From an optimization exercise on the open Yosys and OpenROAD flow, aimed at small area and a short achievable clock period; shortcuts taken in it are not production practice. The RTL was checked by simulation tests, not by an equivalence proof against the original design. The flow treats the clock pin as an ideal source, which a real chip does not have. Power is estimated from default activity; no workload was simulated.

==> flow/flow/tighten.tcl <==
# Wraps ORFS's repair_timing_helper so that the stage's own timing repair runs
# against a tighter input delay (IO_FAST_IN_DELAY, max only, instead of the
# SDC's), which makes the repair speed up every path from an input port, to
# registers and to output ports alike. The SDC's input delay is restored
# right after the repair, so nothing of it is written to the stage's SDC.
# With IO_FAST_RECOVER set, a power-recovery pass (which sizes cells down
# where there is slack) follows the repair, against the same tighter delay.
proc io_fast_inputs { } {
  set clk_src [get_full_name [get_property [lindex [all_clocks] 0] sources]]
  set ins {}
  foreach p [all_inputs] {
    if { [get_full_name $p] ne $clk_src } { lappend ins $p }
  }
  return $ins
}

if { [info commands io_fast_orig_repair_timing_helper] eq "" } {
  rename repair_timing_helper io_fast_orig_repair_timing_helper
  proc repair_timing_helper { args } {
    set clk [lindex [all_clocks] 0]
    set ins [io_fast_inputs]
    set_input_delay -max $::env(IO_FAST_IN_DELAY) -clock $clk $ins
    io_fast_orig_repair_timing_helper {*}$args
    if { [info exists ::env(IO_FAST_RECOVER)] && $::env(IO_FAST_RECOVER) > 0 } {
      # Size cells back down where the tighter input delay leaves slack.
      log_cmd repair_timing -recover_power $::env(IO_FAST_RECOVER) -setup_margin 0 -verbose
    }
    set_input_delay -max [expr { $::env(FLOW_PERIOD_NS) * 0.2 }] -clock $clk $ins
    report_worst_slack -max
  }
}
==> flow/constraint.sdc <==
create_clock -name core_clock -period 10.0 [get_ports {hclk}]
set_input_delay 2.0000 -clock core_clock [delete_from_list [all_inputs] [get_ports {hclk}]]
set_output_delay 2.0000 -clock core_clock [all_outputs]
set_load 0.01 [all_outputs]
==> flow/flow/run.sh <==
#!/bin/bash
# Own layout flow: the standard ORFS flow (standard.sh: unchanged synthesis,
# floorplan, power grid and tap cells, placement, routing), with hooks that
# change how the paths from the input ports are built:
#  - synthesis buffers are removed at floorplan (REMOVE_ABC_BUFFERS) and the
#    ports are buffered with buf_1;
#  - io_fast.tcl (before the placement resizer): each input buffer drives only
#    the pins that lead to an output port; its loads that only reach registers
#    are moved behind a buffer of their own;
#  - tighten.tcl (CTS and global route stages): the stage's timing repair runs
#    against a tighter input delay (the SDC's is restored right after),
#    followed by a power-recovery pass that sizes cells back down where that
#    tighter delay leaves slack;
#  - the clock tree uses its own buffer list and sink clustering, and no dummy loads.
# The make run's full output goes to standard_flow.log in the work folder;
# ORFS's own per-step logs are under orfs/logs/.
set -euo pipefail
cd "$(dirname "${BASH_SOURCE[0]}")/.."
F=$PWD/flow

export REMOVE_ABC_BUFFERS=1
export BUFFER_PORTS_ARGS="-buffer_cell sky130_fd_sc_hd__buf_1"
export IO_FAST_IN_CELL=sky130_fd_sc_hd__buf_1
export IO_FAST_OUT_CELL=sky130_fd_sc_hd__buf_1
export IO_FAST_ISO_CELL=sky130_fd_sc_hd__buf_4
export IO_FAST_IN_DELAY=${IO_FAST_IN_DELAY:-7.6}
export IO_FAST_RECOVER=100
export PRE_RESIZE_TCL=$F/io_fast.tcl
export PRE_CTS_TCL=$F/tighten.tcl
export PRE_GLOBAL_ROUTE_TCL=$F/tighten.tcl
export CTS_ARGS="-sink_clustering_enable -repair_clock_nets -buf_list {sky130_fd_sc_hd__clkbuf_4} -sink_clustering_size 14 -sink_clustering_max_diameter 34 -dont_use_dummy_load"

bash standard.sh > standard_flow.log 2>&1
==> flow/standard.sh <==
#!/bin/bash
# synth_recipe.tcl (not shown) runs the flow's synth.tcl, then flattens the netlist and writes it again
# the make line also repeats each setting of config.mk as NAME=value (left out here)
make -C /OpenROAD-flow-scripts/flow DESIGN_CONFIG=/design/flow/config.mk WORK_HOME=/design/flow/orfs CLKGATE_MAP_FILE= SYNTH_SCRIPT=/design/flow/synth_recipe.tcl "${@:-finish}"
==> flow/config.mk <==
export PLATFORM = sky130hd
export DESIGN_NAME = sram_controller
export DESIGN_NICKNAME = sram_controller
export VERILOG_FILES = /design/flow/design.v
export SDC_FILE = /design/flow/constraint.sdc
export NUM_CORES = 4
export LEC_CHECK = 0
export CAP_MARGIN = 0
export CORE_MARGIN = 2
export CORE_UTILIZATION = 40
export GPL_TIMING_DRIVEN = 0
export PLACE_DENSITY = 0.6
export SLEW_MARGIN = 0
export SYNTH_HIERARCHICAL = 1
export SYNTH_MINIMUM_KEEP_SIZE = 0
==> flow/design.v <==
`default_nettype none
module sram_controller_pmu_sync (
    input  logic clk,
    input  logic reset_n,
    input  logic pwr_save_req,
    input  logic pwr_restore_req,
    output logic pwr_save_req_sync,
    output logic pwr_restore_req_sync
);
    logic [2:0] save_q;
    logic [2:0] restore_q;
    always_ff @(posedge clk or negedge reset_n) begin
        if (!reset_n) begin
            save_q    <= 3'b000;
            restore_q <= 3'b000;
        end else begin
            save_q    <= {save_q[1:0], pwr_save_req};
            restore_q <= {restore_q[1:0], pwr_restore_req};
        end
    end
    assign pwr_save_req_sync    = save_q[2];
    assign pwr_restore_req_sync = restore_q[2];
endmodule
`default_nettype wire
`default_nettype none
module sram_controller_wakeup_timer (
    input  logic [2:0] count,
    output logic [2:0] count_next
);
    assign count_next = (count[2] & count[1]) ? 3'b000 : count + 3'd1;
endmodule
`default_nettype wire
`default_nettype none
module sram_controller_fsm (
    input  logic       clk,
    input  logic       reset_n,
    input  logic       pwr_save_req_sync,
    input  logic       pwr_restore_req_sync,
    output logic [1:0] fsm_state,
    output logic       hready
);
    logic [2:0] state;
    logic [2:0] wakeup_next;
    sram_controller_wakeup_timer i_wakeup_timer (
        .count(state),
        .count_next(wakeup_next)
    );
    always_ff @(posedge clk or negedge reset_n) begin
        if (!reset_n) begin
            state <= 3'b000;
        end else begin
            case (state)
                3'b000:  state <= {2'b00, pwr_save_req_sync};
                3'b001:  state <= pwr_restore_req_sync ? 3'b010 : 3'b001;
                default: state <= wakeup_next;
            endcase
        end
    end
    assign fsm_state = {state[2] | state[1], ~state[2] & ~state[1] & state[0]};
    assign hready    = ~(state[2] | state[1] | state[0]);
endmodule
`default_nettype wire
`default_nettype none
module sram_controller_parity_xor32 (
    input  logic [31:0] data,
    output logic        parity
);
    assign parity = ^data;
endmodule
module sram_controller_parity (
    input  logic        clk,
    input  logic        reset_n,
    input  logic [31:0] rdata,
    input  logic        read_enable,
    input  logic        parity_in,
    output logic        parity_error
);
    logic rdata_parity;
    sram_controller_parity_xor32 i_rdata_parity (
        .data(rdata),
        .parity(rdata_parity)
    );
    always_ff @(posedge clk or negedge reset_n) begin
        if (!reset_n) begin
            parity_error <= 1'b0;
        end else begin
            parity_error <= read_enable & ~(rdata_parity ^ parity_in);
        end
    end
endmodule
`default_nettype wire
`default_nettype none
module sram_controller_parity_bit (
    input  logic clk,
    input  logic row,
    input  logic col_set,
    input  logic col_clr,
    output logic q
);
    always_ff @(posedge clk) begin
        q <= (q & ~(row & col_clr)) | (row & col_set);
    end
endmodule
module sram_controller_parity_sel4 (
    input  logic [3:0] bits,
    input  logic [3:0] sel_n,
    output logic       out
);
    assign out = &(bits | sel_n);
endmodule
module sram_controller_parity_sel16 (
    input  logic [15:0] bits,
    input  logic [15:0] sel_n,
    output logic        out
);
    logic [3:0] part;
    for (genvar g = 0; g < 4; g++) begin : g_part
        sram_controller_parity_sel4 u_sel (
            .bits(bits[g * 4 +: 4]),
            .sel_n(sel_n[g * 4 +: 4]),
            .out(part[g])
        );
    end
    assign out = &part;
endmodule
module sram_controller_parity_storage (
    input  logic       clk,
    input  logic       reset_n,
    input  logic       write_enable,
    input  logic [7:0] addr,
    input  logic       write_parity,
    output logic       read_parity
);
    logic [255:0] bits;
    logic [15:0]  row_sel;
    logic [15:0]  col_set;
    logic [15:0]  col_clr;
    logic [15:0]  row_hit;
    logic [15:0]  col_hit;
    logic [15:0]  row_hit_n;
    logic [15:0]  col_hit_n;
    logic [15:0]  row_val;
    always_comb begin
        for (int i = 0; i < 16; i++) begin
            row_hit[i] = (addr[7:4] == i[3:0]);
            col_hit[i] = (addr[3:0] == i[3:0]);
            row_hit_n[i] = ~row_hit[i];
            col_hit_n[i] = ~col_hit[i];
            row_sel[i] = ~reset_n | (write_enable & (addr[7:4] == i[3:0]));
            col_set[i] = reset_n & write_parity & (addr[3:0] == i[3:0]);
            col_clr[i] = ~reset_n | (~write_parity & (addr[3:0] == i[3:0]));
        end
    end
    for (genvar k = 0; k < 256; k++) begin : g_bit
        sram_controller_parity_bit u_bit (
            .clk(clk),
            .row(row_sel[k / 16]),
            .col_set(col_set[k % 16]),
            .col_clr(col_clr[k % 16]),
            .q(bits[k])
        );
    end
    for (genvar i = 0; i < 16; i++) begin : g_row
        sram_controller_parity_sel16 u_row (
            .bits(bits[i * 16 +: 16]),
            .sel_n(col_hit_n),
            .out(row_val[i])
        );
    end
    sram_controller_parity_sel16 u_col (
        .bits(row_val),
        .sel_n(row_hit_n),
        .out(read_parity)
    );
endmodule
`default_nettype wire
`default_nettype none
module sram_controller_hrdata_bit (
    input  logic clk,
    input  logic reset_n,
    input  logic load,
    input  logic hold,
    input  logic d,
    output logic q
);
    always_ff @(posedge clk or negedge reset_n) begin
        if (!reset_n) begin
            q <= 1'b0;
        end else begin
            q <= (load & d) | (hold & q);
        end
    end
endmodule
module sram_controller_ahb_lite (
    input  logic        hclk,
    input  logic        hreset_n,
    input  logic        hsel,
    input  logic [7:0]  haddr,
    input  logic        hwrite,
    input  logic [1:0]  htrans,
    input  logic [2:0]  hsize,
    input  logic [31:0] hwdata,
    output logic [31:0] hrdata,
    output logic        hresp,
    output logic        sram_csb0,
    output logic        sram_web0,
    output logic [7:0]  sram_addr0,
    output logic [31:0] sram_din0,
    output logic [3:0]  sram_wmask0,
    input  logic [31:0] sram_dout0,
    output logic        parity_error
);
    logic valid;
    logic read_enable;
    logic write_enable;
    logic parity_in;
    assign valid        = hsel & htrans[1];
    assign read_enable  = valid & ~hwrite;
    assign write_enable = valid & hwrite;
    assign sram_csb0  = ~valid;
    assign sram_web0  = ~write_enable;
    assign sram_addr0 = haddr;
    assign sram_din0  = hwdata;
    assign hresp      = 1'b0;
    always_comb begin
        case (hsize)
            3'b000:  sram_wmask0 = 4'b0001 << haddr[1:0];
            3'b001:  sram_wmask0 = haddr[1] ? 4'b1100 : 4'b0011;
            default: sram_wmask0 = 4'b1111;
        endcase
    end
    for (genvar i = 0; i < 32; i++) begin : g_hrdata
        sram_controller_hrdata_bit u_bit (
            .clk(hclk),
            .reset_n(hreset_n),
            .load(read_enable),
            .hold(~read_enable),
            .d(sram_dout0[i]),
            .q(hrdata[i])
        );
    end
    sram_controller_parity_storage i_parity_storage (
        .clk(hclk),
        .reset_n(hreset_n),
        .write_enable(write_enable),
        .addr(haddr),
        .write_parity(~^hwdata),
        .read_parity(parity_in)
    );
    sram_controller_parity i_parity (
        .clk(hclk),
        .reset_n(hreset_n),
        .rdata(sram_dout0),
        .read_enable(read_enable),
        .parity_in(parity_in),
        .parity_error(parity_error)
    );
endmodule
`default_nettype wire
`default_nettype none
module sram_controller (
    input  logic        hclk,
    input  logic        hreset_n,
    input  logic        hsel,
    input  logic [7:0]  haddr,
    input  logic        hwrite,
    input  logic [1:0]  htrans,
    input  logic [2:0]  hsize,
    input  logic [31:0] hwdata,
    output logic [31:0] hrdata,
    output logic        hready,
    output logic        hresp,
    input  logic        pwr_save_req,
    input  logic        pwr_restore_req,
    output logic        sram_csb0,
    output logic        sram_web0,
    output logic [7:0]  sram_addr0,
    output logic [31:0] sram_din0,
    output logic [3:0]  sram_wmask0,
    input  logic [31:0] sram_dout0,
    output logic        parity_error,
    output logic [1:0]  fsm_state
);
    logic pwr_save_req_sync;
    logic pwr_restore_req_sync;
    sram_controller_pmu_sync i_pmu_sync (
        .clk(hclk),
        .reset_n(hreset_n),
        .pwr_save_req(pwr_save_req),
        .pwr_restore_req(pwr_restore_req),
        .pwr_save_req_sync(pwr_save_req_sync),
        .pwr_restore_req_sync(pwr_restore_req_sync)
    );
    sram_controller_fsm i_fsm (
        .clk(hclk),
        .reset_n(hreset_n),
        .pwr_save_req_sync(pwr_save_req_sync),
        .pwr_restore_req_sync(pwr_restore_req_sync),
        .fsm_state(fsm_state),
        .hready(hready)
    );
    sram_controller_ahb_lite i_ahb_lite (
        .hclk(hclk),
        .hreset_n(hreset_n),
        .hsel(hsel),
        .haddr(haddr),
        .hwrite(hwrite),
        .htrans(htrans),
        .hsize(hsize),
        .hwdata(hwdata),
        .hrdata(hrdata),
        .hresp(hresp),
        .sram_csb0(sram_csb0),
        .sram_web0(sram_web0),
        .sram_addr0(sram_addr0),
        .sram_din0(sram_din0),
        .sram_wmask0(sram_wmask0),
        .sram_dout0(sram_dout0),
        .parity_error(parity_error)
    );
endmodule
`default_nettype wire
==> flow/flow/io_fast.tcl <==
# Port-to-port paths: after buffer_ports, let each input buffer drive only the
# pins that lead combinationally to an output port, and move its other loads
# (those that only reach registers) behind a buffer of their own. Port buffers
# are then sized for speed.

proc io_fast_reaches_output { pin } {
  set paths [find_timing_paths -through $pin -to [all_outputs] -group_path_count 1]
  return [expr { [llength $paths] > 0 }]
}

proc io_fast { } {
  set in_cell  $::env(IO_FAST_IN_CELL)
  set out_cell $::env(IO_FAST_OUT_CELL)
  set iso_cell $::env(IO_FAST_ISO_CELL)
  set clk_port [get_full_name [get_property [lindex [all_clocks] 0] sources]]
  set n_iso 0
  foreach port [get_ports -filter "direction==output"] {
    set net [get_nets [get_full_name $port]]
    set drv [get_pins -of_objects $net -filter "direction==output"]
    if { [llength $drv] != 1 } { continue }
    set inst [get_cells -of_objects $drv]
    if { [string match "*__buf_*" [get_property $inst ref_name]] ||
         [string match "*__clkdlybuf*" [get_property $inst ref_name]] ||
         [string match "*__clkbuf_*" [get_property $inst ref_name]] } {
      replace_cell $inst $out_cell
    }
  }
  foreach port [get_ports -filter "direction==input"] {
    set pname [get_full_name $port]
    if { $pname eq $clk_port } { continue }
    set loads [get_pins -of_objects [get_nets $pname] -filter "direction==input"]
    if { [llength $loads] != 1 } { continue }
    set inbuf [get_cells -of_objects $loads]
    set ref [get_property $inbuf ref_name]
    if { ![string match "*buf*" $ref] } { continue }
    replace_cell $inbuf $in_cell
    set xnet [get_nets -of_objects [get_pins -of_objects $inbuf -filter "direction==output"]]
    set keep {}
    set move {}
    foreach s [get_pins -of_objects $xnet -filter "direction==input"] {
      if { [io_fast_reaches_output $s] } {
        lappend keep $s
      } else {
        lappend move $s
      }
    }
    if { [llength $keep] > 0 && [llength $move] > 1 } {
      insert_buffer -buffer_cell $iso_cell -net $xnet -load_pins $move
      incr n_iso
    }
  }
  puts "io_fast: isolated the register loads of $n_iso input ports"
}

io_fast
==> flow_summary.yaml, run 1 <==
clock_network:
  cts_hold_buf: 0
  numCtsBuffers: 50
  cts.reportedPaths.clkPinSlew_ps: 100
  cts_tree: "done"
  numClockSinks: 298
  clk_latency_ps: 670
floorplan:
  core-area_sq_um: 30700
  die-area_sq_um: 32900
  die_h_microns: 181
  rows: 64
  die_w_microns: 181
  start_util_pct: 40.9
  ioPinCount: 166
place:
  place_hpwl_microns: 26000
  placed_cells: 1851
  gp_congestion: 0.904
  portBuffers: 163
sta:
  finClkSkew_ps: 56.7
  finalSetupTns_ps: 0
  tightest_slew_ps: 1050
  rsz0062_at_grt: "true"
  maxSlewHeadroom_pct: 29.7
  period_share_pct: 44.9
  setup_violations: 0
  hold_viol: 0
  period_minus_slack_ps: 4490
  fmax_mhz: 223
  drv_slew: 0
detailed_routing:
  initialDrtViolationCount: 1098
  vias_per_cell: 5.86
  dr.pass1.iters: 8
  via_count: 11200
  wl_per_cell_microns: 21.0
  drc: 0
  drt.antenna.violating_nets: 0
  wl_microns: 40000
power_and_ir_drop:
  p_leak_nw: 5.72
  peakVddDrop_mv: 0.108
  power.total_mw: 2.70
  powerDensity_nw_per_um2: 188
grt:
  use_met1_pct: 31.9
  grt_pass1_wl_microns: 60500
  met2_usage_pct: 37.6
  grt_max_degree: 38
  grt_use_met3_pct: 3.99
  grt.overflow.total: 0
  grt_pass1_vias: 10100
  busiest_layer: "met2"
  grt_usage_pct: 23.5
  antenna_found_initial: 1
synthesis:
  synth_seq_area_share_pct: 49.1
  yosys_warnings: 13
  synth_cell_types: 40
  synth_area_sq_um: 12600
  synth_area_per_cell_sq_um: 9.50
  synth_edf_count: 0
  ys_async_sr_fraction_pct: 14.1
  synth_seq_cells: 298
  postSynthCellCount: 1324
  synthFlopType: "dfxtp_1"
worst_setup_path:
  worstPathArrival_ps: 2490
  path_max_fanout: 3
  critPathCaptureType: "output port"
  critical_path_class: "input port to output port"
  worstSetupStartpointType: "input port"
  cp.required_ps: 8000
min_path:
  hp-class: "flip-flop to flip-flop"
cells_and_area:
  finalNonFillerCells: 1904
  layout-drive-gt1-share_pct: 9.56
  fin_nets: 1593
  synthToLayoutAreaGrowth_pct: 14.0
  final_common_cell: "a22o_1"
  regArea_sq_um: 6180
  final_cell_mix: "a22o_1 (288), nand2_1 (274), dfxtp_1 (256)"
  fill_cells: 2917
  multiInputGateArea_sq_um: 6300
status:
  status: "finished clean"
flow_run:
  drv_cap: 0
==> modules after synthesis (local to each module, per instance), a selection <==
module	copies in the design	flip-flops and latches	area (sq um)	cells
sram_controller_parity_bit	256	1	32.5	3
sram_controller_wakeup_timer	1	0	41.3	5
sram_controller_parity_xor32	1	0	272	31
sram_controller_fsm	1	3	148	15
sram_controller_ahb_lite	1	0	643	86
sram_controller_parity_sel16	17	0	8.76	1
sram_controller_hrdata_bit	32	1	33.8	2
sram_controller_parity	1	1	40.0	3
sram_controller_parity_sel4	68	0	16.3	3
sram_controller_parity_storage	1	0	627	125
sram_controller_pmu_sync	1	6	150	6
==> flip-flops by register name, indices dropped and copies added, names as in the netlist <==
name                                       cells
i_ahb_lite.i_parity_storage.g_bit.u_bit.q    256
i_ahb_lite.i_parity.parity_error               1
i_pmu_sync.restore_q                           3
i_fsm.state                                    3
i_pmu_sync.save_q                              3
i_ahb_lite.g_hrdata.u_bit.q                   32
==> final timing paths <==
check                                                               start                               end  slack (ps)  cells after the start
max reg2reg                i_ahb_lite.i_parity_storage.g_bit[206].u_bit.q  i_ahb_lite.i_parity.parity_error        8160                      8
max                                                              haddr[0]                    sram_wmask0[2]        5510                      4
min                                                  i_pmu_sync.save_q[1]              i_pmu_sync.save_q[2]         330                      0
max in group asynchronous                                        hreset_n   i_ahb_lite.g_hrdata[24].u_bit.q        8170                      2
min in group asynchronous                                        hreset_n                    i_fsm.state[0]        1190                      1
min reg2reg                                          i_pmu_sync.save_q[1]              i_pmu_sync.save_q[2]         330                      0
==> layer usage <==
metal / part of all wire (%) / vias up / routed length, microns
met3: 7.2 / 88 / 2900
met5: 0 / - / 0
met1: 43 / 5270 / 17300
li1: - / 5304 / -
met4: 3.2 / 0 / 1280
met2: 46 / 489 / 18500
==> metrics by stage <==
step                worst slack, ps  area [sq um]  util, %  hold slack [ps]
finish                         5510         14300     46.6              325
global route                   5470         14300     46.6              348
CTS                            5410         14200     46.2              324
detailed placement             4640         13800     44.8              335
global placement                721         13300     43.3              333
floorplan                      5210         12200        -              331
==> synth_stat cells (2+ instances only) <==
| cell | instances | area [sq um] |
|---|---|---|
| o21ai_1 | 13 | 65.1 |
| a22o_1 | 288 | 2520 |
| nand4_1 | 3 | 18.8 |
| or2_1 | 2 | 12.5 |
| clkbuf_1 | 4 | 15.0 |
| nor2_1 | 91 | 342 |
| inv_1 | 3 | 11.3 |
| nand4b_1 | 2 | 17.5 |
| o22ai_1 | 136 | 851 |
| buf_2 | 8 | 40.0 |
| dfxtp_1 | 256 | 5120 |
| xnor2_1 | 56 | 490 |
| nor2b_1 | 8 | 50.1 |
| nand2b_1 | 7 | 43.8 |
| or3b_1 | 3 | 26.3 |
| and4_1 | 17 | 149 |
| dfrtp_1 | 42 | 1050 |
| xor2_1 | 7 | 61.3 |
| nand3_1 | 14 | 70.1 |
| nand3b_1 | 3 | 22.5 |
| nand2_1 | 278 | 1040 |
| o21ai_0 | 25 | 125 |
| buf_4 | 41 | 308 |
==> cell families after synthesis <==
logic type / share of synthesized area, %
mux: 0.0795
fa+ha+maj: 0.0994
simple gates: 14.7
flops: 49.1
xor+xnor: 4.38
compound gates: 28.5
buf+inv: 3.04
other cells: 0.0298
==> report_power, final <==
part | internal, mW | switching, mW | leakage [nW]
logic | 0.265 | 0.372 | 2.90
registers | 1.35 | 0.0889 | 2.59
clock network | 0.228 | 0.400 | 0.230
total | 1.84 | 0.861 | 5.72
==> final cells by class, without the clock buffers <==
cell class	count	share of cell area, %
sequential	298	43.1
multi-input combinational	968	43.9
inverter	4	0.105
antenna	1	0.0174
timing repair buffer	187	6.84
tap	396	3.45
==> critical path, stage by stage <==
cell     delay [ps]
buf_12          110
nor2b_4         120
o21ai_2         120
buf_2           140
==> repair_timing <==
action / CTS / global route
buffers inserted: 1 / 0
setup endpoints to repair: 256 / 253
hold endpoints to repair: 0 / 0
gates resized for setup: 36 / 36
pin swaps: 2 / 3
==> inputs of run 2 (changes only) <==
--- a/flow/flow/run.sh
+++ b/flow/flow/run.sh
@@ -22,7 +22,7 @@
 export BUFFER_PORTS_ARGS="-buffer_cell sky130_fd_sc_hd__buf_1"
 export IO_FAST_IN_CELL=sky130_fd_sc_hd__buf_1
 export IO_FAST_OUT_CELL=sky130_fd_sc_hd__buf_1
-export IO_FAST_ISO_CELL=sky130_fd_sc_hd__buf_4
+export IO_FAST_ISO_CELL=sky130_fd_sc_hd__buf_2
 export IO_FAST_IN_DELAY=${IO_FAST_IN_DELAY:-7.6}
 export IO_FAST_RECOVER=100
 export PRE_RESIZE_TCL=$F/io_fast.tcl
--- a/flow/flow/io_fast.tcl
+++ b/flow/flow/io_fast.tcl
@@ -1,7 +1,7 @@
 # Port-to-port paths: after buffer_ports, let each input buffer drive only the
 # pins that lead combinationally to an output port, and move its other loads
 # (those that only reach registers) behind a buffer of their own. Port buffers
-# are then sized for speed.
+# are set to the cells the flow names.
 
 proc io_fast_reaches_output { pin } {
   set paths [find_timing_paths -through $pin -to [all_outputs] -group_path_count 1]
==> run 2 against run 1 <==
Still clean. Wire length is 0.19% lower. Combinational power hardly changed. Core utilization down 0.17 points. Via count shrank 0.23%. Die area unchanged. Fmax shrank 0.11%. Setup slack lost 5.2 ps. Sequential power hardly changed. Clock skew up 4.0 ps. Total power decreased by 0.29%. Synthesized cell count unchanged. Synthesized area stayed put. Critical path type unchanged. Critical endpoint is now sram_wmask0[0]. Largest power group unchanged.
==> flow_summary.yaml, run 2 <==
grt:
  grt_pass1_vias: 10100
  grt_pass1_wl_microns: 60300
  antenna_found_initial: 1
  grt.overflow.total: 0
  grt_usage_pct: 23.5
  grt_max_degree: 38
synthesis:
  synth_edf_count: 0
  synth_area_per_cell_sq_um: 9.50
  yosysTopAreaCell: "dfxtp_1"
  synth_area_sq_um: 12600
  ys_async_sr_fraction_pct: 14.1
  synth_commonest_cells: "a22o_1 (288), nand2_1 (278), dfxtp_1 (256), o22ai_1 (136), nor2_1 (91)"
  synthFlopType: "dfxtp_1"
  synth_cell_types: 40
  yosys_warnings: 13
  synth_seq_cells: 298
  synth_seq_area_share_pct: 49.1
  synth_area_leaders: "dfxtp_1 (41%), a22o_1 (20%), dfrtp_1 (8.4%)"
  synth_most_common_cell: "a22o_1"
  netlist.area_leader.share_pct: 40.7
  postSynthCellCount: 1324
floorplan:
  rows: 64
  die_h_microns: 181
  start_util_pct: 40.9
  ioPinCount: 166
  core-area_sq_um: 30700
  die-area_sq_um: 32900
  die_w_microns: 181
power_and_ir_drop:
  peakVddDrop_mv: 0.0996
  powerDensity_nw_per_um2: 188
  power.total_mw: 2.69
  p_leak_nw: 5.70
status:
  status: "finished clean"
sta:
  setup_violations: 0
  finalSetupTns_ps: 0
  period_minus_slack_ps: 4500
  rsz0062_at_grt: "true"
  period_share_pct: 45.0
  maxSlewHeadroom_pct: 30.1
  tightest_slew_ps: 1040
  finClkSkew_ps: 60.7
  worst_hold_slack_ps: 325
  drv_slew: 0
  fmax_mhz: 222
  hold_viol: 0
worst_setup_path:
  path_max_fanout: 3
  critical_path_class: "input port to output port"
  worstPathArrival_ps: 2500
  cp.required_ps: 8000
  critPathCaptureType: "output port"
  rr_worst_depth: 8
  worstSetupStartpointType: "input port"
cells_and_area:
  layout-drive-gt1-share_pct: 9.23
  final_common_cell: "a22o_1"
  top_register: "i_ahb_lite.i_parity_storage.g_bit.u_bit.q"
  synthToLayoutAreaGrowth_pct: 13.6
  largestRegisters: "i_ahb_lite.i_parity_storage.g_bit.u_bit.q x256, i_ahb_lite.g_hrdata.u_bit.q x32"
  fin_nets: 1592
  largest_reg_flops: 256
  final_cell_mix: "a22o_1 (288), nand2_1 (274), dfxtp_1 (256)"
clock_network:
  clk_latency_ps: 700
  cts.reportedPaths.clkPinSlew_ps: 100
  numCtsBuffers: 48
  numClockSinks: 298
  cts_tree: "done"
detailed_routing:
  drt.antenna.violating_nets: 0
  initialDrtViolationCount: 937
  drc: 0
  wl_microns: 39900
  via_count: 11100
  vias_per_cell: 5.84
  dr.pass1.iters: 5
  wl_per_cell_microns: 20.9
min_path:
  hold_path_depth: 0
  hp-class: "flip-flop to flip-flop"
flow_run:
  drv_cap: 0
place:
  portBuffers: 163
  gp_congestion: 0.904
  place_hpwl_microns: 26000
run 2: changes by cell type in the layout (fill, tap and decap cells not counted), sizes merged:
cell / delta
buf: -1
diode: +1
run 2: worst paths after layout:
path	startpoint	end	slack [ps]
hold reg to reg	i_pmu_sync.save_q[1]	i_pmu_sync.save_q[2]	320
max in group asynchronous	hreset_n	i_ahb_lite.g_hrdata[24].u_bit.q	8200
setup reg to reg	i_ahb_lite.i_parity_storage.g_bit[154].u_bit.q	i_ahb_lite.i_parity.parity_error	8210
hold / removal	i_pmu_sync.save_q[1]	i_pmu_sync.save_q[2]	320
min in group asynchronous	hreset_n	i_fsm.state[0]	1160
setup / recovery	haddr[0]	sram_wmask0[0]	5500
run 2: repair_timing:
action / in CTS / in global routing
hold buffers: 0 / 0
buffers inserted: 1 / 0
pin swaps: 1 / 0
endpoints found under the setup margin: 263 / 237
gates resized for setup: 33 / 33
cloned: 0 / 0
run 2: cells by family after synthesis:
family                   share of synthesized area (%)
multiplexers                                    0.0795
buffers and inverters                             3.04
XOR/XNOR                                          4.38
other                                           0.0298
AND/OR/NAND/NOR                                   14.7
AO/OA/AOI/OAI                                     28.5
flip-flops                                        49.1
adder cells (fa/ha/maj)                         0.0994
run 2: routing by layer:
layer	wire [microns]	up-vias	share of wire [%]	GRT usage (%)
met2	18500	483	46	37.8
li1	-	5302	-	-
met1	17100	5254	43	31.6
met4	1340	0	3.3	9.59
met5	0	-	0	0
met3	2950	86	7.4	3.91
run 2: stage by stage:
step / instance area (sq um) / worst slack [ps] / cells / util (%)
detailed placement: 13700 / 4590 / 1851 / 44.7
global placement: 13300 / 721 / 1829 / 43.3
CTS: 14200 / 5440 / 1900 / 46.1
floorplan: 12200 / 5210 / 1270 / -
finish: 14300 / 5500 / 1904 / 46.5
global route: 14300 / 5480 / 1904 / 46.5
run 2: where the power goes:
group / switching, mW / internal [mW]
Sequential: 0.0888 / 1.35
Combinational: 0.372 / 0.264
Clock: 0.403 / 0.220
run 2: worst max-delay path: stages:
cell and delay, ps:
buf_12 110, nor2b_4 120, o21ai_1 120, buf_2 140
run 2: per-module statistics from Yosys (local to each module, per instance), a selection:
module                          area (sq um)  cells  copies in the design
sram_controller_parity                  40.0      3                     1
sram_controller_wakeup_timer            41.3      5                     1
sram_controller_parity_bit              32.5      3                   256
sram_controller_pmu_sync                 150      6                     1
sram_controller_fsm                      148     15                     1
sram_controller_parity_storage           627    125                     1
run 2: final cells by class, without the clock buffers:
| type | instances | area [sq um] |
|---|---|---|
| inverter | 4 | 15.0 |
| fill | 2965 | 16500 |
| tap | 396 | 495 |
| antenna | 2 | 5.00 |
| sequential | 298 | 6180 |
| timing repair buffer | 188 | 947 |
| multi-input combinational | 968 | 6290 |
==> inputs of run 3 (changes only) <==
--- a/flow/flow/run.sh
+++ b/flow/flow/run.sh
@@ -22,7 +22,7 @@
 export BUFFER_PORTS_ARGS="-buffer_cell sky130_fd_sc_hd__buf_1"
 export IO_FAST_IN_CELL=sky130_fd_sc_hd__buf_1
 export IO_FAST_OUT_CELL=sky130_fd_sc_hd__buf_1
-export IO_FAST_ISO_CELL=sky130_fd_sc_hd__buf_2
+export IO_FAST_ISO_CELL=sky130_fd_sc_hd__buf_4
 export IO_FAST_IN_DELAY=${IO_FAST_IN_DELAY:-7.6}
 export IO_FAST_RECOVER=100
 export PRE_RESIZE_TCL=$F/io_fast.tcl
--- a/flow/config.mk
+++ b/flow/config.mk
@@ -7,9 +7,9 @@
 export LEC_CHECK = 0
 export CAP_MARGIN = 0
 export CORE_MARGIN = 2
-export CORE_UTILIZATION = 40
+export CORE_UTILIZATION = 45
 export GPL_TIMING_DRIVEN = 0
-export PLACE_DENSITY = 0.6
+export PLACE_DENSITY = 0.65
 export SLEW_MARGIN = 0
 export SYNTH_HIERARCHICAL = 1
 export SYNTH_MINIMUM_KEEP_SIZE = 0
==> run 3 against run 2 <==
Sequential cell count stayed put. Sequential power hardly changed. Still clean on timing, DRC and antenna. Cell area is 0.35% higher. First-iteration DRC count is 10% higher. Fmax is 0.52% higher. Cell count is 0.47% lower. Die area is 11% lower. Clock skew is 1.5 ps higher. Largest cell class unchanged. Synthesized cell count stayed put. Highest routed layer unchanged. Core utilization is 5.4 points higher. Clock power is 3.4% higher.
==> flow_summary.yaml, run 3 <==
power_and_ir_drop:
  clkPwrFrac_pct: 23.8
  peakVddDrop_mv: 0.118
  p_int_mw: 1.85
  powerDensity_nw_per_um2: 189
  p_switching_mw: 0.858
  combPwrFrac_pct: 23.3
  seq_power_share_pct: 53.0
  switching_share_pct: 31.6
  p_leak_nw: 5.77
clock_network:
  numClockSinks: 298
  clk_latency_ps: 690
  numCtsBuffers: 53
  cts.reportedPaths.clkPinSlew_ps: 110
  cts_tree: "done"
sta:
  period_share_pct: 44.7
  finClkSkew_ps: 62.2
  period_minus_slack_ps: 4470
  tightest_slew_ps: 1040
  setup_violations: 0
  rsz0062_at_grt: "true"
  finalSetupTns_ps: 0
  hold_viol: 0
  drv_slew: 0
  fmax_mhz: 224
  maxSlewHeadroom_pct: 30.7
min_path:
  hp-class: "flip-flop to flip-flop"
  min-delay-start: "i_pmu_sync.save_q[1]"
detailed_routing:
  wl_per_cell_microns: 20.5
  drt.antenna.violating_nets: 0
  via_count: 11200
  vias_per_cell: 5.89
  wl_microns: 38800
  dr.pass1.iters: 7
  initialDrtViolationCount: 1034
  drc: 0
synthesis:
  synthFlopType: "dfxtp_1"
  synth_area_leaders: "dfxtp_1 (41%), a22o_1 (20%), dfrtp_1 (8.4%)"
  synth_most_common_cell: "a22o_1"
  synth_seq_area_share_pct: 49.1
  netlist.area_leader.share_pct: 40.7
  synth_cell_types: 40
  synth_area_sq_um: 12600
  postSynthCellCount: 1324
  yosys_warnings: 13
  ys_async_sr_fraction_pct: 14.1
  yosysTopAreaCell: "dfxtp_1"
  synth_seq_cells: 298
  synth_edf_count: 0
  synth_commonest_cells: "a22o_1 (288), nand2_1 (278), dfxtp_1 (256), o22ai_1 (136), nor2_1 (91)"
  synth_area_per_cell_sq_um: 9.50
worst_setup_path:
  cp.required_ps: 8000
  worstPathArrival_ps: 2470
  critPathLaunch: "haddr[0]"
  critical_path_class: "input port to output port"
  critPathCaptureType: "output port"
  worstSetupStartpointType: "input port"
  timing.rr.start: "i_ahb_lite.i_parity_storage.g_bit[40].u_bit.q"
  regToRegSetupSlack_ps: 8120
  path_max_fanout: 3
cells_and_area:
  final_cell_mix: "a22o_1 (288), nand2_1 (278), dfxtp_1 (256)"
  layout-drive-gt1-share_pct: 9.76
  largestRegisters: "i_ahb_lite.i_parity_storage.g_bit.u_bit.q x256, i_ahb_lite.g_hrdata.u_bit.q x32"
  final_common_cell: "a22o_1"
  largest_reg_flops: 256
  synthToLayoutAreaGrowth_pct: 14.0
  fin_nets: 1602
  fill_cells: 2558
  top_register: "i_ahb_lite.i_parity_storage.g_bit.u_bit.q"
  final_cell_area_sq_um: 14300
floorplan:
  die-area_sq_um: 29300
  die_w_microns: 171
  rows: 61
  die_h_microns: 171
  start_util_pct: 45.5
  core-area_sq_um: 27600
  ioPinCount: 166
grt:
  grt_usage_pct: 26.0
  grt.overflow.total: 0
  grt_pass1_wl_microns: 59100
  antenna_found_initial: 1
  grt_max_degree: 44
  grt_pass1_vias: 10100
place:
  place_area_sq_um: 13800
  place_hpwl_microns: 25800
  gp_congestion: 0.911
  portBuffers: 163
status:
  status: "finished clean"
flow_run:
  drv_cap: 0
-- run 3: final timing paths --
path                                               endpoint  cells past startpoint
min reg2reg                            i_pmu_sync.save_q[2]                      0
min                                    i_pmu_sync.save_q[2]                      0
max                                          sram_wmask0[2]                      4
min in group asynchronous    i_ahb_lite.g_hrdata[4].u_bit.q                      1
max reg2reg                i_ahb_lite.i_parity.parity_error                      8
max in group asynchronous   i_ahb_lite.g_hrdata[19].u_bit.q                      2
-- run 3: cell type report, without the clock buffers --
cell class / instances / area (sq um) / share of cell area [%]
inverters: 4 / 15.0 / 0.105
flip-flops and latches: 298 / 6180 / 43.1
diodes: 1 / 2.50 / 0.0174
well taps: 378 / 473 / 3.30
multi-input cells: 968 / 6220 / 43.4
repair buffers: 193 / 1050 / 7.35
-- run 3: cell families after synthesis --
logic type / Yosys count / share of synthesized area (%)
AND/OR/NAND/NOR: 436 / 14.7
flip-flops: 298 / 49.1
other: 1 / 0.0298
AO/OA/AOI/OAI: 466 / 28.5
buffers and inverters: 58 / 3.04
XOR/XNOR: 63 / 4.38
multiplexers: 1 / 0.0795
adder cells (fa/ha/maj): 1 / 0.0994
-- run 3: power groups by stage --
stage	clock (mW)	sequential (mW)	combinational [mW]
after floorplan	0	1.45	0.393
after global placement	0	1.45	0.587
after detailed placement	0	1.46	0.613
after CTS	0.663	1.44	0.618
after global routing	0.711	1.46	0.691
final	0.644	1.44	0.631
-- run 3: worst max-delay path: stages --
cell and delay (ps):
buf_12 110, nor2b_4 120, o21ai_1 100, buf_2 140
-- run 3: modules after synthesis, one instance, submodules excluded, a selection --
| module | cells | flip-flops and latches |
|---|---|---|
| sram_controller_ahb_lite | 86 | 0 |
| sram_controller_parity_storage | 125 | 0 |
| sram_controller_parity_xor32 | 31 | 0 |
| sram_controller_pmu_sync | 6 | 6 |
| sram_controller_fsm | 15 | 3 |
| sram_controller_wakeup_timer | 5 | 0 |
| sram_controller_parity | 3 | 1 |
| sram_controller_hrdata_bit | 2 | 1 |
| sram_controller_parity_bit | 3 | 1 |
| sram_controller_parity_sel4 | 3 | 0 |
| sram_controller_parity_sel16 | 1 | 0 |
-- run 3: per-layer routing --
| layer | GRT usage [%] | up-vias | wire (microns) |
|---|---|---|---|
| li1 | - | 5334 | - |
| met1 | 36.6 | 5292 | 16800 |
| met2 | 40.3 | 455 | 17800 |
| met3 | 4.83 | 84 | 3060 |
| met4 | 8.92 | 0 | 1170 |
| met5 | 0 | - | 0 |
-- run 3: what timing repair did --
action / CTS / global route
hold buffers: 0 / 0
hold endpoints to repair: 0 / 0
buffers inserted: 1 / 0
pin swaps: 3 / 1
gates resized for setup: 47 / 25
endpoints found under the setup margin: 222 / 242
-- run 3: metrics by stage --
step | setup slack [ps] | cells | utilization, % | power, mW | hold WS, ps
6_report | 5530 | 1895 | 51.9 | 2.71 | 362
5_1_grt | 5490 | 1895 | 51.9 | 2.86 | 379
4_1_cts | 5420 | 1893 | 51.6 | 2.72 | 367
3_5_place_dp | 4710 | 1839 | 49.8 | 2.07 | 341
3_3_place_gp | 898 | 1811 | 48.1 | 2.04 | 332
2_1_floorplan | 5210 | 1270 | - | 1.84 | 331
==> inputs of run 4 (changes only) <==
--- a/flow/config.mk
+++ b/flow/config.mk
@@ -7,9 +7,9 @@
 export LEC_CHECK = 0
 export CAP_MARGIN = 0
 export CORE_MARGIN = 2
-export CORE_UTILIZATION = 45
+export CORE_UTILIZATION = 40
 export GPL_TIMING_DRIVEN = 0
-export PLACE_DENSITY = 0.65
+export PLACE_DENSITY = 0.6
 export SLEW_MARGIN = 0
 export SYNTH_HIERARCHICAL = 1
 export SYNTH_MINIMUM_KEEP_SIZE = 0
==> run 4 against run 3 <==
Clock skew decreased by 5.5 ps. Largest power group unchanged. Critical path type unchanged. Die area increased by 12%. Synthesized area unchanged. Clock power decreased by 2%. Sequential share of layout area about the same.
==> flow_summary.yaml, run 4 <==
min_path:
  hp-class: "flip-flop to flip-flop"
cells_and_area:
  synthToLayoutAreaGrowth_pct: 14.0
  final_common_cell: "a22o_1"
  layout-drive-gt1-share_pct: 9.56
  fin_nets: 1593
  final_cell_mix: "a22o_1 (288), nand2_1 (274), dfxtp_1 (256)"
  finalNonFillerCells: 1904
  fill_cells: 2917
  largest_reg_flops: 256
  largestRegisters: "i_ahb_lite.i_parity_storage.g_bit.u_bit.q x256, i_ahb_lite.g_hrdata.u_bit.q x32"
  top_register: "i_ahb_lite.i_parity_storage.g_bit.u_bit.q"
worst_setup_path:
  cp_cell_sequence: "buf_12, nor2b_4, o21ai_2, buf_2"
  critical_path_class: "input port to output port"
  critPathCaptureType: "output port"
  cp.required_ps: 8000
  slowest_delay_ps: 140
  worstSetupStartpointType: "input port"
  worstPathArrival_ps: 2490
  slowest_stage: "buf_2"
  path_max_fanout: 3
floorplan:
  die-area_sq_um: 32900
  die_h_microns: 181
  core-area_sq_um: 30700
  start_util_pct: 40.9
  ioPinCount: 166
  rows: 64
  die_w_microns: 181
detailed_routing:
  vias_per_cell: 5.86
  dr.pass1.iters: 8
  wl_per_cell_microns: 21.0
  wl_microns: 40000
  via_count: 11200
  initialDrtViolationCount: 1098
  drt.antenna.violating_nets: 0
  drc: 0
power_and_ir_drop:
  p_leak_nw: 5.72
  peakVddDrop_mv: 0.108
  powerDensity_nw_per_um2: 188
clock_network:
  cts.reportedPaths.clkPinSlew_ps: 100
  numCtsBuffers: 50
  numClockSinks: 298
  cts_hold_buf: 0
  clk_latency_ps: 670
  cts_tree: "done"
synthesis:
  synthFlopType: "dfxtp_1"
  yosysTopAreaCell: "dfxtp_1"
  synth_most_common_cell: "a22o_1"
  postSynthCellCount: 1324
  synth_area_leaders: "dfxtp_1 (41%), a22o_1 (20%), dfrtp_1 (8.4%)"
  synth_seq_area_share_pct: 49.1
  yosys_warnings: 13
  ys_async_sr_fraction_pct: 14.1
  synth_cell_types: 40
  netlist.area_leader.share_pct: 40.7
  synth_commonest_cells: "a22o_1 (288), nand2_1 (278), dfxtp_1 (256), o22ai_1 (136), nor2_1 (91)"
  synth_area_sq_um: 12600
  synth_edf_count: 0
  synth_seq_cells: 298
  synth_area_per_cell_sq_um: 9.50
place:
  gp_congestion: 0.904
  portBuffers: 163
  place_hpwl_microns: 26000
  placed_cells: 1851
sta:
  finClkSkew_ps: 56.7
  tightest_slew_ps: 1050
  maxSlewHeadroom_pct: 29.7
  hold_viol: 0
  finalSetupTns_ps: 0
  period_share_pct: 44.9
  setup_violations: 0
  period_minus_slack_ps: 4490
  drv_slew: 0
  fmax_mhz: 223
  rsz0062_at_grt: "true"
grt:
  grt.overflow.total: 0
  grt_pass1_wl_microns: 60500
  grt_max_degree: 38
  grt_usage_pct: 23.5
  grt_pass1_vias: 10100
  antenna_found_initial: 1
status:
  status: "finished clean"
flow_run:
  drv_cap: 0
## run 4: where the power goes
group / internal, mW / switching (mW)
sequential: 1.35 / 0.0889
clock: 0.228 / 0.400
combinational: 0.265 / 0.372
## run 4: layout make-up, without the clock buffers
cell class              instances  area [sq um]  share of cell area (%)
diodes                          1          2.50                  0.0174
inverters                       4          15.0                   0.105
multi-input cells             968          6300                    43.9
flip-flops and latches        298          6180                    43.1
well taps                     396           495                    3.45
repair buffers                187           981                    6.84
## run 4: path summary, 6_finish.rpt
kind / start / cells past startpoint / slack [ps] / end
setup reg to reg: i_ahb_lite.i_parity_storage.g_bit[206].u_bit.q / 8 / 8160 / i_ahb_lite.i_parity.parity_error
setup / recovery: haddr[0] / 4 / 5510 / sram_wmask0[2]
max in group asynchronous: hreset_n / 2 / 8170 / i_ahb_lite.g_hrdata[24].u_bit.q
hold / removal: i_pmu_sync.save_q[1] / 0 / 330 / i_pmu_sync.save_q[2]
min in group asynchronous: hreset_n / 1 / 1190 / i_fsm.state[0]
hold reg to reg: i_pmu_sync.save_q[1] / 0 / 330 / i_pmu_sync.save_q[2]
## run 4: modules after synthesis (local to each module, per instance), excerpt
module                          area, sq um  cells inside  flops+latches
sram_controller_fsm                     148            15              3
sram_controller_pmu_sync                150             6              6
sram_controller_parity_bit             32.5             3              1
sram_controller_hrdata_bit             33.8             2              1
sram_controller_parity_storage          627           125              0
sram_controller_parity_sel16           8.76             1              0
sram_controller_parity                 40.0             3              1
sram_controller_parity_sel4            16.3             3              0
sram_controller_ahb_lite                643            86              0
sram_controller_parity_xor32            272            31              0
sram_controller_wakeup_timer           41.3             5              0
## run 4: cells by family after synthesis
family	count (synthesis)	share of synthesized area (%)
flip-flops	298	49.1
AO/OA/AOI/OAI	466	28.5
adder cells (fa/ha/maj)	1	0.0994
multiplexers	1	0.0795
other	1	0.0298
XOR/XNOR	63	4.38
buffers and inverters	58	3.04
AND/OR/NAND/NOR	436	14.7
## run 4: per-stage QoR
| stage | hold WS, ps | utilization (%) | power, mW | area [sq um] | worst slack, ps |
|---|---|---|---|---|---|
| 2_1_floorplan | 331 | - | 1.84 | 12200 | 5210 |
| 3_3_place_gp | 333 | 43.3 | 2.05 | 13300 | 721 |
| 3_5_place_dp | 335 | 44.8 | 2.08 | 13800 | 4640 |
| 4_1_cts | 324 | 46.2 | 2.71 | 14200 | 5410 |
| 5_1_grt | 348 | 46.6 | 2.84 | 14300 | 5470 |
| 6_report | 325 | 46.6 | 2.70 | 14300 | 5510 |
## run 4: metal layers
metal  share of wire, %  vias to the layer above  routed length, microns  GRT usage, %
li1                   -                     5304                       -             -
met1                 43                     5270                   17300          31.9
met2                 46                      489                   18500          37.6
met3                7.2                       88                    2900          3.99
met4                3.2                        0                    1280          8.78
met5                  0                        -                       0             0
## run 4: what timing repair did
action                                  CTS  global route
setup buffers                             1             0
endpoints found under the hold margin     0             0
pin swaps                                 2             3
gates resized for setup                  36            36
endpoints found under the setup margin  256           253
## run 4: worst max-delay path, delay by kind of cell
family | cells | cell delay [ps]
buffers and inverters | 2 | 250
AND/OR/NAND/NOR | 1 | 120
AO/OA/AOI/OAI | 1 | 120
==> inputs of run 5 (changes only) <==
--- a/flow/flow/io_fast.tcl
+++ b/flow/flow/io_fast.tcl
@@ -1,9 +1,14 @@
 # Port-to-port paths: after buffer_ports, let each input buffer drive only the
 # pins that lead combinationally to an output port, and move its other loads
-# (those that only reach registers) behind a buffer of their own. Port buffers
-# are set to the cells the flow names.
+# (those that only reach registers, asynchronous resets included) behind a
+# buffer of their own. Port buffers are set to the cells the flow names.
 
 proc io_fast_reaches_output { pin } {
+  # A register's asynchronous set or reset pin reaches the outputs only
+  # through the register, so it is left off the input buffer too.
+  if { [regexp {/(RESET_B|SET_B)$} [get_full_name $pin]] } {
+    return 0
+  }
   set paths [find_timing_paths -through $pin -to [all_outputs] -group_path_count 1]
   return [expr { [llength $paths] > 0 }]
 }
==> run 5 against run 4 <==
Fmax did not move. Setup slack did not move. Combinational power barely moved. Sequential power barely moved. Worst hold slack did not move. Sequential share of layout area did not move. Via count did not move. Sequential cell count did not move. Register-to-register slack barely moved. Clock power barely moved. Critical endpoint unchanged. Largest power group unchanged.
==> flow_summary.yaml, run 5 <==
status:
  status: "finished clean"
sta:
  finalWorstSetupSlack_ps: 5510
  hold_viol: 0
  tightest_slew_ps: 1050
  worst_hold_slack_ps: 325
  maxSlewHeadroom_pct: 29.7
  rsz0062_at_grt: "true"
  period_share_pct: 44.9
  setup_violations: 0
  finClkSkew_ps: 56.7
  drv_slew: 0
  finalSetupTns_ps: 0
  fmax_mhz: 223
  period_minus_slack_ps: 4490
synthesis:
  synthFlopType: "dfxtp_1"
  synth_most_common_cell: "a22o_1"
  synth_cell_types: 40
  synth_area_per_cell_sq_um: 9.50
  synth_commonest_cells: "a22o_1 (288), nand2_1 (278), dfxtp_1 (256), o22ai_1 (136), nor2_1 (91)"
  yosysTopAreaCell: "dfxtp_1"
  synth_edf_count: 0
  synth_seq_cells: 298
  synth_area_leaders: "dfxtp_1 (41%), a22o_1 (20%), dfrtp_1 (8.4%)"
  synth_seq_area_share_pct: 49.1
  synth_area_sq_um: 12600
  yosys_warnings: 13
  ys_async_sr_fraction_pct: 14.1
  netlist.area_leader.share_pct: 40.7
  postSynthCellCount: 1324
worst_setup_path:
  rr_worst_depth: 8
  worstSetupStartpointType: "input port"
  slowest_stage: "buf_2"
  path_max_fanout: 3
  slowest_delay_ps: 140
  cp.required_ps: 8000
  timing.rr.start: "i_ahb_lite.i_parity_storage.g_bit[206].u_bit.q"
  regToRegSetupSlack_ps: 8160
  critPathCaptureType: "output port"
  critical_path_class: "input port to output port"
  worstPathArrival_ps: 2490
  r2r_end: "i_ahb_lite.i_parity.parity_error"
  cp_cell_sequence: "buf_12, nor2b_4, o21ai_2, buf_2"
power_and_ir_drop:
  p_leak_nw: 5.72
  powerDensity_nw_per_um2: 188
  peakVddDrop_mv: 0.108
  power.total_mw: 2.70
detailed_routing:
  via_count: 11200
  wl_per_cell_microns: 21.0
  drt.antenna.violating_nets: 0
  vias_per_cell: 5.86
  initialDrtViolationCount: 1098
  dr.pass1.iters: 8
  drc: 0
  wl_microns: 40000
cells_and_area:
  synthToLayoutAreaGrowth_pct: 14.0
  final_cell_mix: "a22o_1 (288), nand2_1 (274), dfxtp_1 (256)"
  largest_reg_flops: 256
  final_cell_area_sq_um: 14300
  fin_nets: 1593
  multiInputGateArea_sq_um: 6300
  fill_cells: 2917
  layout-drive-gt1-share_pct: 9.56
  regArea_sq_um: 6180
  finalNonFillerCells: 1904
  post-route-util_pct: 46.6
  final_common_cell: "a22o_1"
  top_register: "i_ahb_lite.i_parity_storage.g_bit.u_bit.q"
  largestRegisters: "i_ahb_lite.i_parity_storage.g_bit.u_bit.q x256, i_ahb_lite.g_hrdata.u_bit.q x32"
grt:
  grt_pass1_vias: 10100
  antenna_found_initial: 1
  grt_pass1_wl_microns: 60500
  grt_max_degree: 38
  grt_usage_pct: 23.5
  grt.overflow.total: 0
flow_run:
  drv_cap: 0
min_path:
  hp-class: "flip-flop to flip-flop"
  min-delay-start: "i_pmu_sync.save_q[1]"
  holdPathEnd: "i_pmu_sync.save_q[2]"
  hold_path_depth: 0
floorplan:
  die-area_sq_um: 32900
  core-area_sq_um: 30700
  ioPinCount: 166
  die_h_microns: 181
  rows: 64
  die_w_microns: 181
  start_util_pct: 40.9
clock_network:
  numCtsBuffers: 50
  cts.reportedPaths.clkPinSlew_ps: 100
  cts_hold_buf: 0
  numClockSinks: 298
  cts_tree: "done"
  clk_latency_ps: 670
place:
  dp_slack_ps: 4640
  gp_congestion: 0.904
  placed_cells: 1851
  portBuffers: 163
  place_hpwl_microns: 26000
  place_area_sq_um: 13800
==> run 5: Yosys stat by module, one instance, submodules excluded, excerpt <==
module | cells inside | flops+latches | times used
sram_controller_parity_storage | 125 | 0 | 1
sram_controller_parity_sel4 | 3 | 0 | 68
sram_controller_ahb_lite | 86 | 0 | 1
sram_controller_parity | 3 | 1 | 1
sram_controller_hrdata_bit | 2 | 1 | 32
sram_controller_parity_bit | 3 | 1 | 256
==> run 5: cells by family (layout without fill, tap and decap cells) <==
group / count (synthesis) / count (layout) / share of synthesized area (%)
xor gates and xnor gates: 63 / 63 / 4.38
AOI/OAI and AO/OA: 466 / 466 / 28.5
other: 1 / 2 / 0.0298
muxes: 1 / 1 / 0.0795
DFF: 298 / 298 / 49.1
buffers and inverters: 58 / 241 / 3.04
and+or+nand+nor: 436 / 436 / 14.7
adders and majority gates: 1 / 1 / 0.0994
==> run 5: how the worst max path moves through the flow <==
stage	startpoint	slack [ps]	cells past startpoint	endpoint
6_report	haddr[0]	5510	4	sram_wmask0[2]
5_1_grt	haddr[0]	5470	4	sram_wmask0[2]
4_1_cts	hwdata[7]	5410	10	i_ahb_lite.i_parity_storage.g_bit[200].u_bit.q
3_5_place_dp	hwdata[7]	4640	9	i_ahb_lite.i_parity_storage.g_bit[89].u_bit.q
3_3_place_gp	hreset_n	720	3	i_ahb_lite.i_parity_storage.g_bit[183].u_bit.q
2_1_floorplan	hsel	5210	6	i_ahb_lite.i_parity_storage.g_bit[0].u_bit.q
==> run 5: area by class of cell, without the clock buffers <==
type,count,area share (%)
Inverter,4,0.105
Timing Repair Buffer,187,6.84
Sequential cell,298,43.1
Tap cell,396,3.45
Multi-Input combinational cell,968,43.9
Antenna cell,1,0.0174
==> run 5: power by group <==
| group | leakage, nW | total (mW) | internal (mW) | switching (mW) |
|---|---|---|---|---|
| sequential | 2.59 | 1.44 | 1.35 | 0.0889 |
| clock | 0.230 | 0.628 | 0.228 | 0.400 |
| combinational | 2.90 | 0.637 | 0.265 | 0.372 |
==> run 5: metal layers <==
layer	part of all wire (%)	GRT usage (%)	vias to the layer above	wire, microns
met4	3.2	8.78	0	1280
met5	0	0	-	0
met3	7.2	3.99	88	2900
li1	-	-	5304	-
met2	46	37.6	489	18500
met1	43	31.9	5270	17300
==> run 5: what timing repair did <==
item | 4_1_cts | 5_1_grt
endpoints found under the setup margin | 256 | 253
setup buffers | 1 | 0
pin swaps | 2 | 3
resized for setup | 36 | 36
==> run 5: critical path: cells and delay by family <==
kind                   cells  cell delay [ps]
AOI/OAI and AO/OA          1              120
buffers and inverters      2              250
and+or+nand+nor            1              120
==> inputs of run 6 (changes only) <==
--- a/flow/flow/run.sh
+++ b/flow/flow/run.sh
@@ -4,6 +4,8 @@
 # change how the paths from the input ports are built:
 #  - synthesis buffers are removed at floorplan (REMOVE_ABC_BUFFERS) and the
 #    ports are buffered with buf_1;
+#  - io_pins.tcl (pin placement): the address and write-mask ports are kept
+#    together on one edge;
 #  - io_fast.tcl (before the placement resizer): each input buffer drives only
 #    the pins that lead to an output port; its loads that only reach registers
 #    are moved behind a buffer of their own;
@@ -25,6 +27,7 @@
 export IO_FAST_ISO_CELL=sky130_fd_sc_hd__buf_4
 export IO_FAST_IN_DELAY=${IO_FAST_IN_DELAY:-7.6}
 export IO_FAST_RECOVER=100
+export PRE_IO_PLACEMENT_TCL=$F/io_pins.tcl
 export PRE_RESIZE_TCL=$F/io_fast.tcl
 export PRE_CTS_TCL=$F/tighten.tcl
 export PRE_GLOBAL_ROUTE_TCL=$F/tighten.tcl
--- a/flow/flow/io_fast.tcl
+++ b/flow/flow/io_fast.tcl
@@ -1,14 +1,9 @@
 # Port-to-port paths: after buffer_ports, let each input buffer drive only the
 # pins that lead combinationally to an output port, and move its other loads
-# (those that only reach registers, asynchronous resets included) behind a
-# buffer of their own. Port buffers are set to the cells the flow names.
+# (those that only reach registers) behind a buffer of their own. Port buffers
+# are set to the cells the flow names.
 
 proc io_fast_reaches_output { pin } {
-  # A register's asynchronous set or reset pin reaches the outputs only
-  # through the register, so it is left off the input buffer too.
-  if { [regexp {/(RESET_B|SET_B)$} [get_full_name $pin]] } {
-    return 0
-  }
   set paths [find_timing_paths -through $pin -to [all_outputs] -group_path_count 1]
   return [expr { [llength $paths] > 0 }]
 }
==> flow/flow/io_pins.tcl (new file) <==
# Pin placement: keep the address and write-mask ports together on one
# edge: haddr, its pass-through sram_addr0, hsize and sram_wmask0, which
# hsize and the low address bits drive. place_pins still places every pin.
set io_addr_group {}
foreach n {hsize[2] hsize[1] hsize[0]
           sram_wmask0[3] sram_wmask0[2] sram_wmask0[1] sram_wmask0[0]} {
  lappend io_addr_group $n
}
for {set i 0} {$i < 8} {incr i} {
  lappend io_addr_group "haddr\[$i\]" "sram_addr0\[$i\]"
}
set_io_pin_constraint -group -order -pin_names $io_addr_group
==> run 6 against run 5 <==
Still clean. Wire length is 1.6% lower. Global-route usage is 0.45 points lower. Clock skew is 5.6 ps lower. Cell area stayed put. Via count is 0.12% lower. Total power hardly changed. Core utilization stayed put. Sequential power hardly changed. Combinational power hardly changed. Critical endpoint is now sram_wmask0[0]. Largest cell class unchanged.
==> flow_summary.yaml, run 6 <==
status:
  status: "finished clean"
grt:
  met2_usage_pct: 36.0
  grt_pass1_vias: 10100
  grt_use_met3_pct: 4.21
  grt_pass1_wl_microns: 59300
  grt.overflow.total: 0
  use_met1_pct: 32.0
  busiest_layer: "met2"
  grt_max_degree: 39
  grt_usage_pct: 23.0
  antenna_found_initial: 3
worst_setup_path:
  critical_path_class: "input port to output port"
  path_max_fanout: 4
  rr_worst_depth: 8
  timing.rr.start: "i_ahb_lite.i_parity_storage.g_bit[44].u_bit.q"
  regToRegSetupSlack_ps: 8170
  cp.required_ps: 8000
  critPathCaptureType: "output port"
  worstSetupStartpointType: "input port"
  r2r_end: "i_ahb_lite.i_parity.parity_error"
  worstPathArrival_ps: 2490
  cp-endpoint: "sram_wmask0[0]"
  critPathLaunch: "haddr[0]"
clock_network:
  numClockSinks: 298
  cts_tree: "done"
  clk_latency_ps: 700
  cts.reportedPaths.clkPinSlew_ps: 90
  numCtsBuffers: 50
floorplan:
  die-area_sq_um: 32900
  die_w_microns: 181
  ioPinCount: 166
  rows: 64
  start_util_pct: 40.9
  die_h_microns: 181
  core-area_sq_um: 30700
sta:
  drv_slew: 0
  period_minus_slack_ps: 4490
  hold_viol: 0
  fmax_mhz: 223
  setup_violations: 0
  tightest_slew_ps: 1080
  maxSlewHeadroom_pct: 28.3
  rsz0062_at_grt: "true"
  finalSetupTns_ps: 0
  period_share_pct: 44.9
  worst_hold_slack_ps: 339
  finClkSkew_ps: 51.0
power_and_ir_drop:
  powerDensity_nw_per_um2: 188
  seq_power_share_pct: 53.1
  p_switching_mw: 0.861
  peakVddDrop_mv: 0.125
  combPwrFrac_pct: 23.5
  switching_share_pct: 31.9
  power.total_mw: 2.70
  clkPwrFrac_pct: 23.4
  p_int_mw: 1.84
  p_leak_nw: 5.73
cells_and_area:
  largest_reg_flops: 256
  largestRegisters: "i_ahb_lite.i_parity_storage.g_bit.u_bit.q x256, i_ahb_lite.g_hrdata.u_bit.q x32"
  fin_nets: 1596
  synthToLayoutAreaGrowth_pct: 14.0
  final_cell_area_sq_um: 14300
  final_cell_mix: "a22o_1 (288), nand2_1 (272), dfxtp_1 (256)"
  final_common_cell: "a22o_1"
  top_register: "i_ahb_lite.i_parity_storage.g_bit.u_bit.q"
  layout-drive-gt1-share_pct: 9.74
  fill_cells: 2988
synthesis:
  synth_seq_cells: 298
  synth_area_leaders: "dfxtp_1 (41%), a22o_1 (20%), dfrtp_1 (8.4%)"
  postSynthCellCount: 1324
  yosysTopAreaCell: "dfxtp_1"
  netlist.area_leader.share_pct: 40.7
  ys_async_sr_fraction_pct: 14.1
  synth_cell_types: 40
  synthFlopType: "dfxtp_1"
  synth_edf_count: 0
  synth_seq_area_share_pct: 49.1
  synth_most_common_cell: "a22o_1"
  yosys_warnings: 13
  synth_area_per_cell_sq_um: 9.50
  synth_area_sq_um: 12600
  synth_commonest_cells: "a22o_1 (288), nand2_1 (278), dfxtp_1 (256), o22ai_1 (136), nor2_1 (91)"
detailed_routing:
  wl_per_cell_microns: 20.6
  drt.antenna.violating_nets: 0
  vias_per_cell: 5.83
  dr.pass1.iters: 7
  via_count: 11100
  initialDrtViolationCount: 1045
  drc: 0
  wl_microns: 39300
place:
  gp_congestion: 0.898
  portBuffers: 163
  place_hpwl_microns: 26000
  place_area_sq_um: 13800
flow_run:
  drv_cap: 0
min_path:
  hp-class: "flip-flop to flip-flop"
-- run 6: worst min-delay path by stage --
stage / start / to / slack (ps) / cells past startpoint
global route: i_pmu_sync.save_q[0] / i_pmu_sync.save_q[1] / 340 / 0
detailed placement: i_pmu_sync.save_q[1] / i_pmu_sync.save_q[2] / 330 / 0
finish: i_pmu_sync.save_q[0] / i_pmu_sync.save_q[1] / 340 / 0
global placement: i_pmu_sync.restore_q[0] / i_pmu_sync.restore_q[1] / 330 / 0
floorplan: i_pmu_sync.restore_q[0] / i_pmu_sync.restore_q[1] / 330 / 0
CTS: i_pmu_sync.save_q[1] / i_pmu_sync.save_q[2] / 350 / 0
-- run 6: modules after synthesis, one instance, submodules excluded, a selection --
module                          copies in the design  cells  cell area (sq um)
sram_controller_hrdata_bit                        32      2               33.8
sram_controller_parity_sel4                       68      3               16.3
sram_controller_ahb_lite                           1     86                643
sram_controller_parity_storage                     1    125                627
sram_controller_wakeup_timer                       1      5               41.3
sram_controller_parity                             1      3               40.0
sram_controller_fsm                                1     15                148
sram_controller_pmu_sync                           1      6                150
sram_controller_parity_xor32                       1     31                272
sram_controller_parity_sel16                      17      1               8.76
sram_controller_parity_bit                       256      3               32.5
-- run 6: layout make-up, without the clock buffers --
type,instances,area [sq um],area share [%]
Tap cell,396,495,3.45
Timing Repair Buffer,190,995,6.93
Inverter,4,15.0,0.105
Multi-Input combinational cell,968,6280,43.8
Antenna cell,3,7.51,0.0523
Sequential cell,298,6180,43.1
-- run 6: stage by stage --
step / util [%] / instances / setup slack (ps)
finish: 46.6 / 1909 / 5510
global route: 46.6 / 1908 / 5490
CTS: 46.3 / 1905 / 5390
detailed placement: 44.8 / 1854 / 4670
global placement: 43.3 / 1829 / 651
floorplan: - / 1270 / 5210
-- run 6: power by group through the flow --
stage / logic [mW] / clock network [mW] / registers (mW)
after global routing: 0.689 / 0.699 / 1.46
after floorplan: 0.393 / 0 / 1.45
final: 0.634 / 0.631 / 1.44
after global placement: 0.594 / 0 / 1.46
after detailed placement: 0.618 / 0 / 1.46
after CTS: 0.622 / 0.651 / 1.43
-- run 6: critical path: stages --
cell and delay [ps]:
buf_8 100, nor2b_4 130, o21ai_2 120, buf_2 150
-- run 6: layer usage --
layer  part of all wire (%)  vias to the layer above
met5                  0.028                        -
met4                    3.0                        2
met3                    7.1                       89
met2                     45                      406
met1                     45                     5324
li1                       -                     5317
-- run 6: cell families (layout without fill, tap and decap cells) --
kind of cell    after synthesis  in the layout  synth area share [%]
compound gates              466            466                  28.5
buf+inv                      58            244                  3.04
xor+xnor                     63             63                  4.38
fa+ha+maj                     1              1                0.0994
mux                           1              1                0.0795
other cells                   1              4                0.0298
simple gates                436            436                  14.7
flops                       298            298                  49.1
-- run 6: repair_timing --
item	in CTS	in global routing
hold buffers	0	0
setup buffers	1	0
pin swaps	4	2
gates resized for setup	33	40
setup endpoints to repair	261	224

port drivers added, routing unchanged:
In the flow no input, the clock included, has a driving cell. The finished layouts below were timed again as built, in two steps. Step 1: set_driving_cell puts a clkbuf_16 on hclk and a buf_2 on each other input, an assumption about the parent block. Step 2 times the ports against the registers' clock, not the clock port: input delays grow and output delays shrink by t, the midpoint of the rising clock arrivals with the driver on. Slacks: ideal ports / drivers / drivers and shift; pairs: ideal ports / drivers.
run | t, ns | setup slack, ns | latest minus earliest clock arrival (ns)
run 1 | 0.713 | 5.509 / 5.462 / 4.939 | 0.113 / 0.113
run 2 | 0.731 | 5.504 / 5.457 / 4.894 | 0.085 / 0.086
run 3 | 0.724 | 5.527 / 5.482 / 4.985 | 0.088 / 0.088
run 4 | 0.713 | 5.509 / 5.462 / 4.939 | 0.113 / 0.113
run 5 | 0.713 | 5.509 / 5.462 / 4.939 | 0.113 / 0.113
run 6 | 0.710 | 5.511 / 5.470 / 4.971 | 0.087 / 0.087
After both steps every run listed still meets setup and hold. The setup slack of run 2, which loses most, moves by -0.047 ns with the drivers and by -0.610 ns with both steps.
